This design comes from an exercise in tuning for small area, a short achievable clock period and few clock cycles per item on the open sky130 flow, not from production work. In this exercise RTL edits were held to simulation tests only and were not proved equivalent to the original. The clock input has no modelled driver; a real chip could not lean on it and would need a root buffer or a full tree. Power figures rest on the tool's default switching activity, not on a simulated workload.

Setup of run A:
## automaton
module automaton(
    input               clk,
    input               rst,
    input [31:0]        rule,
    output reg [5:0]    row,
    output reg [5:0]    col,
    output reg          world_we,
    input               world_in,
    output reg          world_out,
    output reg          update_done);
Size: roughly 140 flip-flops, ~0.0051 mm2 of cells after synthesis.
Settings: LEC_CHECK=0, ABC_AREA=1, ABC_CLOCK_PERIOD_IN_PS=1700, CAP_MARGIN=20, CORE_MARGIN=2, CORE_UTILIZATION=65, CTS_BUF_LIST=sky130_fd_sc_hd__clkbuf_4 sky130_fd_sc_hd__clkbuf_8, CTS_CLUSTER_DIAMETER=100, CTS_CLUSTER_SIZE=30, SETUP_SLACK_MARGIN=3.35, SLEW_MARGIN=20; clock period 5.0 ns.
standard.sh (not shown) runs the stock make flow with config.mk's settings and CLKGATE_MAP_FILE= SYNTH_SCRIPT=/design/flow/synth_recipe.tcl, a recipe that flattens the netlist after the stock synthesis.
==> flow/flow/run.sh <==
#!/bin/bash
# The standard layout (standard.sh) with these changes:
#  - ports are buffered with buf_2 instead of the slow delay buffer that
#    buffer_ports picks by default;
#  - the resizer may swap cells of different footprints;
#  - flow/cts_flat.tcl replaces ORFS's cts step with a two-level clock tree
#    built by hand: the clock port drives four inverters, which drive eight
#    leaf inverters that drive the registers (every register sees the same
#    two inversions).
# Each step's output goes to its own log here.
set -euo pipefail
here=$(pwd)
export BUFFER_PORTS_ARGS="-buffer_cell sky130_fd_sc_hd__buf_2"
export FLAT_CLK_N1=4 FLAT_CLK_BUF1=sky130_fd_sc_hd__clkinv_4
export FLAT_CLK_N2=8 FLAT_CLK_BUF2=sky130_fd_sc_hd__clkinv_8
sed 's/CLKGATE_MAP_FILE= /CLKGATE_MAP_FILE= MATCH_CELL_FOOTPRINT=0 /' standard.sh > standard_own.sh
grep -q MATCH_CELL_FOOTPRINT=0 standard_own.sh
bash standard_own.sh place > place.log 2>&1
bash standard_own.sh run RUN_SCRIPT="$here/flow/cts_flat.tcl" RUN_LOG_NAME_STEM=4_1_cts > cts.log 2>&1
bash standard_own.sh finish > finish.log 2>&1
==> flow/flow/cts_flat.tcl <==
# Clock tree step of the layout, in place of ORFS's cts.tcl: a clock tree of
# one or two levels built by hand. The clock port drives N1 buffers or
# inverters (FLAT_CLK_N1 of FLAT_CLK_BUF1); each drives some of N2 leaf buffers
# or inverters (FLAT_CLK_N2 of FLAT_CLK_BUF2; none for a one-level tree), and
# each leaf drives the registers nearest to it, so every register's clock
# passes through the same number of cells. Groups come from a
# balanced k-means on positions. The rest is as in ORFS's cts.tcl: timing
# repair and detailed placement.
utl::set_metrics_stage "cts__{}"
source $::env(SCRIPTS_DIR)/load.tcl
erase_non_stage_variables cts
load_design 3_place.odb 3_place.sdc

set_dont_use $::env(DONT_USE_CELLS)

set n1 $::env(FLAT_CLK_N1)
set n2 $::env(FLAT_CLK_N2)
set buf1 $::env(FLAT_CLK_BUF1)
set buf2 $::env(FLAT_CLK_BUF2)

set db [ord::get_db]
set block [ord::get_db_block]
set clk_net [[$block findBTerm clk] getNet]

# points: list of {x y}; returns {assignment centers}, at most ceil(n/k) each
proc balanced_kmeans { points k } {
  set n [llength $points]
  set sx 0.0; set sy 0.0
  foreach p $points { set sx [expr {$sx + [lindex $p 0]}]; set sy [expr {$sy + [lindex $p 1]}] }
  set mx [expr {$sx / $n}]; set my [expr {$sy / $n}]
  set byang {}
  foreach p $points {
    lappend byang [list [expr {atan2([lindex $p 1] - $my, [lindex $p 0] - $mx)}] {*}$p]
  }
  set byang [lsort -real -index 0 $byang]
  set cx {}; set cy {}
  for {set j 0} {$j < $k} {incr j} {
    set p [lindex $byang [expr {int(($j + 0.5) * $n / $k)}]]
    lappend cx [lindex $p 1]; lappend cy [lindex $p 2]
  }
  set cap [expr {($n + $k - 1) / $k}]
  for {set iter 0} {$iter < 20} {incr iter} {
    set pairs {}
    set i 0
    foreach p $points {
      for {set j 0} {$j < $k} {incr j} {
        lappend pairs [list [expr {abs([lindex $p 0] - [lindex $cx $j]) + abs([lindex $p 1] - [lindex $cy $j])}] $i $j]
      }
      incr i
    }
    set pairs [lsort -real -index 0 $pairs]
    set assign [lrepeat $n -1]
    set an [lrepeat $k 0]
    foreach q $pairs {
      lassign $q d i j
      if {[lindex $assign $i] >= 0 || [lindex $an $j] >= $cap} { continue }
      lset assign $i $j
      lset an $j [expr {[lindex $an $j] + 1}]
    }
    set ax [lrepeat $k 0.0]; set ay [lrepeat $k 0.0]
    foreach p $points a $assign {
      lset ax $a [expr {[lindex $ax $a] + [lindex $p 0]}]
      lset ay $a [expr {[lindex $ay $a] + [lindex $p 1]}]
    }
    for {set j 0} {$j < $k} {incr j} {
      if {[lindex $an $j] > 0} {
        lset cx $j [expr {[lindex $ax $j] / [lindex $an $j]}]
        lset cy $j [expr {[lindex $ay $j] / [lindex $an $j]}]
      }
    }
  }
  puts "clock tree: group sizes $an"
  return [list $assign $cx $cy]
}

proc add_buffer { name cell x y in_net } {
  set master [[ord::get_db] findMaster $cell]
  set block [ord::get_db_block]
  set inst [odb::dbInst_create $block $master $name]
  set net [odb::dbNet_create $block "${name}_net"]
  $net setSigType CLOCK
  foreach it [$inst getITerms] {
    if {[$it isInputSignal]} { $it connect $in_net }
    if {[$it isOutputSignal]} { $it connect $net }
  }
  $inst setLocation [expr {int($x - [$master getWidth] / 2)}] [expr {int($y - [$master getHeight] / 2)}]
  $inst setPlacementStatus PLACED
  return $net
}

set sinks {}
set pts {}
foreach it [$clk_net getITerms] {
  set bb [[$it getInst] getBBox]
  lappend sinks $it
  lappend pts [list [expr {([$bb xMin] + [$bb xMax]) / 2.0}] [expr {([$bb yMin] + [$bb yMax]) / 2.0}]]
}
puts "clock tree: [llength $sinks] sinks, $n1 x $buf1 over $n2 x $buf2"

if {$n2 > 0} {
  lassign [balanced_kmeans $pts $n2] a2 x2 y2
  set leafpts {}
  for {set j 0} {$j < $n2} {incr j} { lappend leafpts [list [lindex $x2 $j] [lindex $y2 $j]] }
  lassign [balanced_kmeans $leafpts $n1] a1 x1 y1
  set nets1 {}
  for {set j 0} {$j < $n1} {incr j} {
    lappend nets1 [add_buffer "clkbuf_top_$j" $buf1 [lindex $x1 $j] [lindex $y1 $j] $clk_net]
  }
  set nets2 {}
  for {set j 0} {$j < $n2} {incr j} {
    lappend nets2 [add_buffer "clkbuf_leaf_$j" $buf2 [lindex $x2 $j] [lindex $y2 $j] [lindex $nets1 [lindex $a1 $j]]]
  }
} else {
  # one level: the port's buffers drive the registers
  lassign [balanced_kmeans $pts $n1] a2 x2 y2
  set nets2 {}
  for {set j 0} {$j < $n1} {incr j} {
    lappend nets2 [add_buffer "clkbuf_top_$j" $buf1 [lindex $x2 $j] [lindex $y2 $j] $clk_net]
  }
}
foreach it $sinks a $a2 {
  $it disconnect
  $it connect [lindex $nets2 $a]
}
global_connect

set_propagated_clock [all_clocks]

utl::push_metrics_stage "cts__{}__pre_repair_timing"
log_cmd estimate_parasitics -placement
utl::pop_metrics_stage

set_placement_padding -global \
  -left $::env(CELL_PAD_IN_SITES_DETAIL_PLACEMENT) \
  -right $::env(CELL_PAD_IN_SITES_DETAIL_PLACEMENT)
detailed_placement
log_cmd estimate_parasitics -placement

report_clock_skew
report_clock_min_period

repair_timing_helper
detailed_placement
check_placement -verbose

report_metrics 4 "cts final"
orfs_write_db $::env(RESULTS_DIR)/4_1_cts.odb
orfs_write_sdc $::env(RESULTS_DIR)/4_cts.sdc
Run A finished end to end and its layout was clean on timing, DRC and antenna.
Testbench counts of run A, summed over its fixed seeds: cycles 308,609, generations 48.
Setup changes, run A to run B
--- a/flow/flow/run.sh
+++ b/flow/flow/run.sh
@@ -7,3 +7,2 @@
-#    built by hand: the clock port drives four inverters, which drive eight
-#    leaf inverters that drive the registers (every register sees the same
-#    two inversions).
+#    built by hand: the clock port drives one buffer, which drives eight leaf
+#    buffers that drive the registers.
@@ -14,2 +13,2 @@
-export FLAT_CLK_N1=4 FLAT_CLK_BUF1=sky130_fd_sc_hd__clkinv_4
-export FLAT_CLK_N2=8 FLAT_CLK_BUF2=sky130_fd_sc_hd__clkinv_8
+export FLAT_CLK_N1=4 FLAT_CLK_BUF1=sky130_fd_sc_hd__clkbuf_16
+export FLAT_CLK_N2=0 FLAT_CLK_BUF2=sky130_fd_sc_hd__clkbuf_8
--- a/flow/config.mk
+++ b/flow/config.mk
@@ -8 +7,0 @@
-export ABC_AREA = 1
==> results.txt <==
Run B against run A; core box area is down by a few percent. Going from run A to run B, share of total power in combinational logic -1.9 points; switching power now smaller; wire length of the first global-routing pass moved down. Between run B and run A, the total number of vias is higher for run A. Run B — layout-stage area growth over the synthesis result 0.69 points lower, run A as reference. Summary of run B over run A: synthesized area divided by synthesized cell count rose 2.8 um2; transition at the pin with the smallest max-transition slack moved up; power lost about 5%; synthesized cell count -22%. Core utilization: run B higher than run A.
What run C does differently from run B at the input level:
--- a/flow/flow/run.sh
+++ b/flow/flow/run.sh
@@ -13,2 +13,2 @@
-export FLAT_CLK_N1=4 FLAT_CLK_BUF1=sky130_fd_sc_hd__clkbuf_16
-export FLAT_CLK_N2=0 FLAT_CLK_BUF2=sky130_fd_sc_hd__clkbuf_8
+export FLAT_CLK_N1=4 FLAT_CLK_BUF1=sky130_fd_sc_hd__clkinv_8
+export FLAT_CLK_N2=8 FLAT_CLK_BUF2=sky130_fd_sc_hd__clkinv_8
Changes observed in run C relative to run B: clock share of power rose 2.8 points, critical path depth rose 4.
Between run B and run C, the flow reports final wirelength increasing by a few percent.
Number of non-filler instances in the completed layout of run C exceeds that of run B slightly.
### run C -> run D
--- a/flow/flow/run.sh
+++ b/flow/flow/run.sh
@@ -7,2 +7,3 @@
-#    built by hand: the clock port drives one buffer, which drives eight leaf
-#    buffers that drive the registers.
+#    built by hand: the clock port drives four inverters, which drive eight
+#    leaf inverters that drive the registers (every register sees the same
+#    two inversions).
@@ -12,2 +13,2 @@
-export BUFFER_PORTS_ARGS="-buffer_cell sky130_fd_sc_hd__buf_2"
-export FLAT_CLK_N1=4 FLAT_CLK_BUF1=sky130_fd_sc_hd__clkinv_8
+export BUFFER_PORTS_ARGS="-buffer_cell sky130_fd_sc_hd__buf_1"
+export FLAT_CLK_N1=4 FLAT_CLK_BUF1=sky130_fd_sc_hd__clkinv_4
--- a/flow/config.mk
+++ b/flow/config.mk
@@ -11 +11 @@
-export CORE_UTILIZATION = 65
+export CORE_UTILIZATION = 75
Run D vs run C: setup clock skew after layout up. Summary of run D over run C: area of the mapped netlist neither gained nor lost much; smallest setup slack after layout fell by 0.15 ns; wire length on met1 has increased. Run D vs. run C: switching power total went up about 8%; via density per instance rose by 0.49. Cell count: run D lower than run C. All of run C and run D finish clean. Vias: run D more than run C. Number of logic stages on the critical path including buffering: run D > run C. On sequential standard cell area, run C tracks run D almost exactly.
No run of this note takes its clock network from TritonCTS; it comes from the design's own scripts or RTL.

[re-timing with driven ports]
The results above use ideal ports. As a check the final layouts listed here were re-extracted and re-timed, cells and wires unchanged.
Step 1: set_driving_cell puts a clkbuf_16 on clk and a buf_2 on each other input, an assumption about the parent block.
Step 2, shift: input delay + t, output delay - t, t = (earliest + latest rising clock arrival at the registers) / 2. This alone moves slack from input paths to output paths.
Three values: ideal, step 1, step 2; two values: the first two.
run	t (ns)	slack for setup (ns)	hold slack, ns	clock arrival spread, ns	slew at the worst register clock pin (ns)
run A	0.254	3.386 / 3.298 / 3.393	0.416 / 0.416 / 0.416	0.022 / 0.022	0.07 / 0.07
run B	0.258	3.365 / 3.281 / 3.318	0.429 / 0.429 / 0.429	0.020 / 0.020	0.13 / 0.13
run C	0.264	3.398 / 3.286 / 3.310	0.412 / 0.413 / 0.413	0.017 / 0.018	0.07 / 0.07
run D	0.265	3.245 / 3.245 / 3.245	0.395 / 0.395 / 0.395	0.049 / 0.049	0.09 / 0.09
After both steps every run listed still meets setup and hold. For run C, which loses most, drivers alone change the setup slack by -0.112 ns; drivers and shift together by -0.088 ns.
